Source: an optimization exercise on an open RTL-to-GDS flow (aim: small area and a short achievable clock period). Production flows keep margins and buffers that such runs may drop.

== the previous run ==
==> flow/design.v <==
module thresholding(
    input wire clk, reset, enable,
    input wire signed [11 : 0] sig,
    output wire signed [11 : 0] y,
    output reg done,
    output reg [11 : 0] id
    );
localparam W = 13;
function lt_const11(input [10 : 0] a, input [10 : 0] k);
    integer i;
    reg r;
    begin
        r = 1'b0;
        for (i = 0; i < 11; i = i + 1)
            r = k[i] ? (~a[i] | r) : (~a[i] & r);
        lt_const11 = r;
    end
endfunction
function le_const16(input [15 : 0] a, input [15 : 0] k);
    integer i;
    reg r;
    begin
        r = 1'b1;
        for (i = 0; i < 16; i = i + 1)
            r = k[i] ? (~a[i] | r) : (~a[i] & r);
        le_const16 = r;
    end
endfunction
function [11 : 0] add_const12(input [11 : 0] a, input [11 : 0] k);
    integer i, j, m;
    reg c, t;
    begin
        for (i = 0; i < 12; i = i + 1) begin
            c = 1'b0;
            for (j = 0; j < i; j = j + 1) begin
                if (k[j]) begin
                    t = 1'b1;
                    for (m = i - 1; m > j; m = m - 1)
                        if (!k[m]) t = t & a[m];
                    t = t & a[j];
                    c = c | t;
                end
            end
            add_const12[i] = a[i] ^ k[i] ^ c;
        end
    end
endfunction
reg [11 : 0] dn [0 : W - 1];          
reg [16 : 0] nl;                      
reg [11 : 0] x13;                     
reg first;                            
reg [7 : 0] grp;                      
wire idle = ~id[11] & (&id[10 : 0]);
wire working = ~idle;
reg [11 : 0] id_inc;
reg id_c;
integer k;
always @* begin
    id_c = 1'b1;
    for (k = 0; k < 12; k = k + 1) begin
        id_inc[k] = id[k] ^ id_c;
        id_c = id_c & id[k];
    end
end
wire [11 : 0] x = add_const12(sig, 12'd3138);                
wire wrapx = sig[11] & lt_const11(sig[10 : 0], 11'd958);      
wire [11 : 0] spl = {~sig[11], sig[10 : 0]};                  
wire [16 : 0] n = nl + {{5{x13[11]}}, x13} + {{5{dn[0][11]}}, dn[0]} + 17'd1;    
wire f0 = ~n[16] | le_const16(n[15 : 0], 16'd25366);          
wire fw = ~n[16] & ~((&n[15 : 8]) & ~le_const16({8'd0, n[7 : 0]}, 16'd90));    
wire late = ~id[11] & ((|id[10 : 4]) | (id[3] & id[2]));
wire valid = ~first | late;
wire [11 : 0] x12 = (valid & ~reset) ? ~dn[W - 1] : 12'd0;
wire [16 : 0] r0 = {5'd0, spl};
wire [16 : 0] r2 = {3'd0, spl, 2'b00};
wire [16 : 0] r3 = {2'd0, spl, 3'b000};
wire [16 : 0] l1a = {1'b0, fw, fw, 1'b0, fw, spl};
wire [16 : 0] l1c = {r3[16 : 3], f0, 2'b00};
wire [16 : 0] s1 = l1a ^ r2 ^ l1c;
wire [17 : 0] c1 = {(l1a & r2) | (l1a & l1c) | (r2 & l1c), 1'b0};
wire [16 : 0] l2b = {c1[16 : 3], f0, f0, f0};
wire [16 : 0] s2 = s1 ^ l2b ^ n;
wire [16 : 0] c2 = {(s1[15 : 0] & l2b[15 : 0]) | (s1[15 : 0] & n[15 : 0]) | (l2b[15 : 0] & n[15 : 0]), 1'b0};
wire [16 : 0] cg = s2 & c2;
wire [16 : 0] cp = s2 ^ c2;
function [1 : 0] grp4(input [3 : 0] g, input [3 : 0] p);
    begin
        grp4[1] = g[3] | (p[3] & (g[2] | (p[2] & (g[1] | (p[1] & g[0])))));
        grp4[0] = &p;
    end
endfunction
wire [1 : 0] q0 = grp4({cg[3 : 1], cg[0] | (cp[0] & f0)}, cp[3 : 0]);
wire [1 : 0] q1 = grp4(cg[7 : 4], cp[7 : 4]);
wire [1 : 0] q2 = grp4(cg[11 : 8], cp[11 : 8]);
wire [4 : 0] ha = s2[16 : 12];
wire [4 : 0] hb = c2[16 : 12];
wire [4 : 0] hk = 5'b01101;
wire [4 : 0] wa = ha ^ hb ^ hk;
wire [4 : 0] wb = {(ha[3 : 0] & hb[3 : 0]) | (ha[3 : 0] & hk[3 : 0]) | (hb[3 : 0] & hk[3 : 0]), 1'b0};
wire [1 : 0] q3n = grp4(cg[15 : 12], cp[15 : 12]);
wire [1 : 0] q3w = grp4(wa[3 : 0] & wb[3 : 0], wa[3 : 0] ^ wb[3 : 0]);
wire t16n = cp[16];
wire t16w = wa[4] ^ wb[4];
wire c16 = grp[6] | (grp[5] & (grp[4] | (grp[3] & (grp[2] | (grp[1] & grp[0])))));
wire [11 : 0] y_c0 = grp[7] ? 12'd0 : ~dn[0];
wire [11 : 0] y_c1 = grp[7] ? ~dn[0] : 12'd0;
assign y = c16 ? y_c1 : y_c0;
integer j;
always @(posedge clk) begin
    if (working) begin
        for (j = 1; j < W; j = j + 1)
            dn[j] <= dn[j - 1];
    end
    if (reset)
        dn[0] <= 12'hfff;
    else if (working)
        dn[0] <= ~x;
    if (reset | working)
        x13 <= x12;
    if (reset) begin
        nl <= 17'd90902;
        first <= 1'b1;
        done <= 1'b0;
        id <= 12'd2047;
    end else begin
        done <= working;
        if (working) begin
            id <= id_inc;
            nl <= n;
            if (late)
                first <= 1'b0;
        end else begin
            id <= {enable, 11'h7ff};
        end
    end
    grp <= {wrapx ? t16w : t16n, wrapx ? q3w : q3n, q2, q1, q0[1]};
end
endmodule
==> flow/config.mk <==
export PLATFORM = sky130hd
export DESIGN_NAME = thresholding
export DESIGN_NICKNAME = thresholding
export VERILOG_FILES = /design/flow/design.v
export SDC_FILE = /design/flow/constraint.sdc
export NUM_CORES = 4
export LEC_CHECK = 0
export CAP_MARGIN = 20
export CORE_MARGIN = 2
export CORE_UTILIZATION = 60
export CTS_BUF_LIST = sky130_fd_sc_hd__clkbuf_8
export SLEW_MARGIN = 20
==> flow/constraint.sdc <==
create_clock -name core_clock -period 14.0 [get_ports {clk}]
set_input_delay 2.8000 -clock core_clock [delete_from_list [all_inputs] [get_ports {clk}]]
set_output_delay 2.8000 -clock core_clock [all_outputs]
set_load 0.01 [all_outputs]
standard.sh (not shown) runs the stock make flow with config.mk's settings and CLKGATE_MAP_FILE= SYNTH_SCRIPT=/design/flow/synth_recipe.tcl, a recipe that flattens the netlist after the stock synthesis.
==> flow/flow/run.sh <==
#!/bin/bash
set -euo pipefail
bash standard.sh "BUFFER_PORTS_ARGS=-buffer_cell sky130_fd_sc_hd__buf_2" SETUP_SLACK_MARGIN=9.5 finish > standard.log 2>&1
Modified inputs, the current run compared to the previous run
--- a/flow/design.v
+++ b/flow/design.v
@@ -16,14 +16,14 @@
         lt_const11 = r;
     end
 endfunction
-function le_const16(input [15 : 0] a, input [15 : 0] k);
+function le_const17(input [16 : 0] a, input [16 : 0] k);
     integer i;
     reg r;
     begin
         r = 1'b1;
-        for (i = 0; i < 16; i = i + 1)
+        for (i = 0; i < 17; i = i + 1)
             r = k[i] ? (~a[i] | r) : (~a[i] & r);
-        le_const16 = r;
+        le_const17 = r;
     end
 endfunction
 function [11 : 0] add_const12(input [11 : 0] a, input [11 : 0] k);
@@ -46,8 +46,7 @@
     end
 endfunction
 reg [11 : 0] dn [0 : W - 1];          
-reg [16 : 0] nl;                      
-reg [11 : 0] x13;                     
+reg [16 : 0] m;                       
 reg first;                            
 reg [7 : 0] grp;                      
 wire idle = ~id[11] & (&id[10 : 0]);
@@ -65,12 +64,13 @@
 wire [11 : 0] x = add_const12(sig, 12'd3138);                
 wire wrapx = sig[11] & lt_const11(sig[10 : 0], 11'd958);      
 wire [11 : 0] spl = {~sig[11], sig[10 : 0]};                  
-wire [16 : 0] n = nl + {{5{x13[11]}}, x13} + {{5{dn[0][11]}}, dn[0]} + 17'd1;    
-wire f0 = ~n[16] | le_const16(n[15 : 0], 16'd25366);          
-wire fw = ~n[16] & ~((&n[15 : 8]) & ~le_const16({8'd0, n[7 : 0]}, 16'd90));    
+wire [16 : 0] n = m + {{5{dn[0][11]}}, dn[0]} + 17'd1;       
+wire f0 = le_const17(n, 17'd90902);           
+wire fw = le_const17(n, 17'd65370);           
 wire late = ~id[11] & ((|id[10 : 4]) | (id[3] & id[2]));
 wire valid = ~first | late;
-wire [11 : 0] x12 = (valid & ~reset) ? ~dn[W - 1] : 12'd0;
+wire [11 : 0] x12 = valid ? ~dn[W - 1] : 12'd0;
+wire [16 : 0] m_next = n + {{5{x12[11]}}, x12};
 wire [16 : 0] r0 = {5'd0, spl};
 wire [16 : 0] r2 = {3'd0, spl, 2'b00};
 wire [16 : 0] r3 = {2'd0, spl, 3'b000};
@@ -102,9 +102,8 @@
 wire t16n = cp[16];
 wire t16w = wa[4] ^ wb[4];
 wire c16 = grp[6] | (grp[5] & (grp[4] | (grp[3] & (grp[2] | (grp[1] & grp[0])))));
-wire [11 : 0] y_c0 = grp[7] ? 12'd0 : ~dn[0];
-wire [11 : 0] y_c1 = grp[7] ? ~dn[0] : 12'd0;
-assign y = c16 ? y_c1 : y_c0;
+wire ysel = ~(grp[7] ^ c16);
+assign y = ysel ? ~dn[0] : 12'd0;
 integer j;
 always @(posedge clk) begin
     if (working) begin
@@ -115,10 +114,8 @@
         dn[0] <= 12'hfff;
     else if (working)
         dn[0] <= ~x;
-    if (reset | working)
-        x13 <= x12;
     if (reset) begin
-        nl <= 17'd90902;
+        m <= 17'd90902;
         first <= 1'b1;
         done <= 1'b0;
         id <= 12'd2047;
@@ -126,7 +123,7 @@
         done <= working;
         if (working) begin
             id <= id_inc;
-            nl <= n;
+            m <= m_next;
             if (late)
                 first <= 1'b0;
         end else begin
--- outcome ---
- Looking at the reports, the current run completed the entire flow and the layout it produced met the timing, design-rule and antenna checks.
- H-tree level count in the current run is 2 above the previous run.
- Sequential share of layout area: higher on the previous run
- Going from the previous run to the current run, hold slack grows by 0.013 ns.
- Of the previous run and the current run, the current run shows the higher synthesized-area fraction occupied by xor and xnor cells, with the previous run below it.
- Compared with the previous run, placed instance count in the current run increased by a little under 10%.
- Between the previous run and the current run, the fraction of the mapped netlist area in compound gates is lower for the previous run.
- In the tables for the previous run and the current run, number of buffers on the longest clock path reads higher with the previous run.
- Between the previous run and the current run, the area added between synthesis and finish is lower for the current run.
No run of this note included a check of the RTL's function; only the layout flow was run.

afterwards: timing with drivers on the ports:
In the flow no input, the clock included, has a driving cell. The finished layouts below were timed again as built, in two steps.
Step 1: set_driving_cell puts a clkbuf_16 on clk and a buf_2 on each other input, an assumption about the parent block.
Step 2 times the ports against the registers' clock, not the clock port: input delays grow and output delays shrink by t, the midpoint of the rising clock arrivals with the driver on.
a / b / c = no drivers / after step 1 / after step 2; a / b = the first two.
run	t (ns)	setup slack, ns	slew at the worst register clock pin (ns)	worst slew at a driven data input, ns
the previous run	0.549	8.802 / 8.802 / 8.802	0.06 / 0.06	0.03
the current run	0.518	9.237 / 9.195 / 9.026	0.11 / 0.11	0.03
After both steps every run listed still meets setup and hold. The setup slack of the current run, which loses most, moves by -0.042 ns with the drivers and by -0.211 ns with both steps.
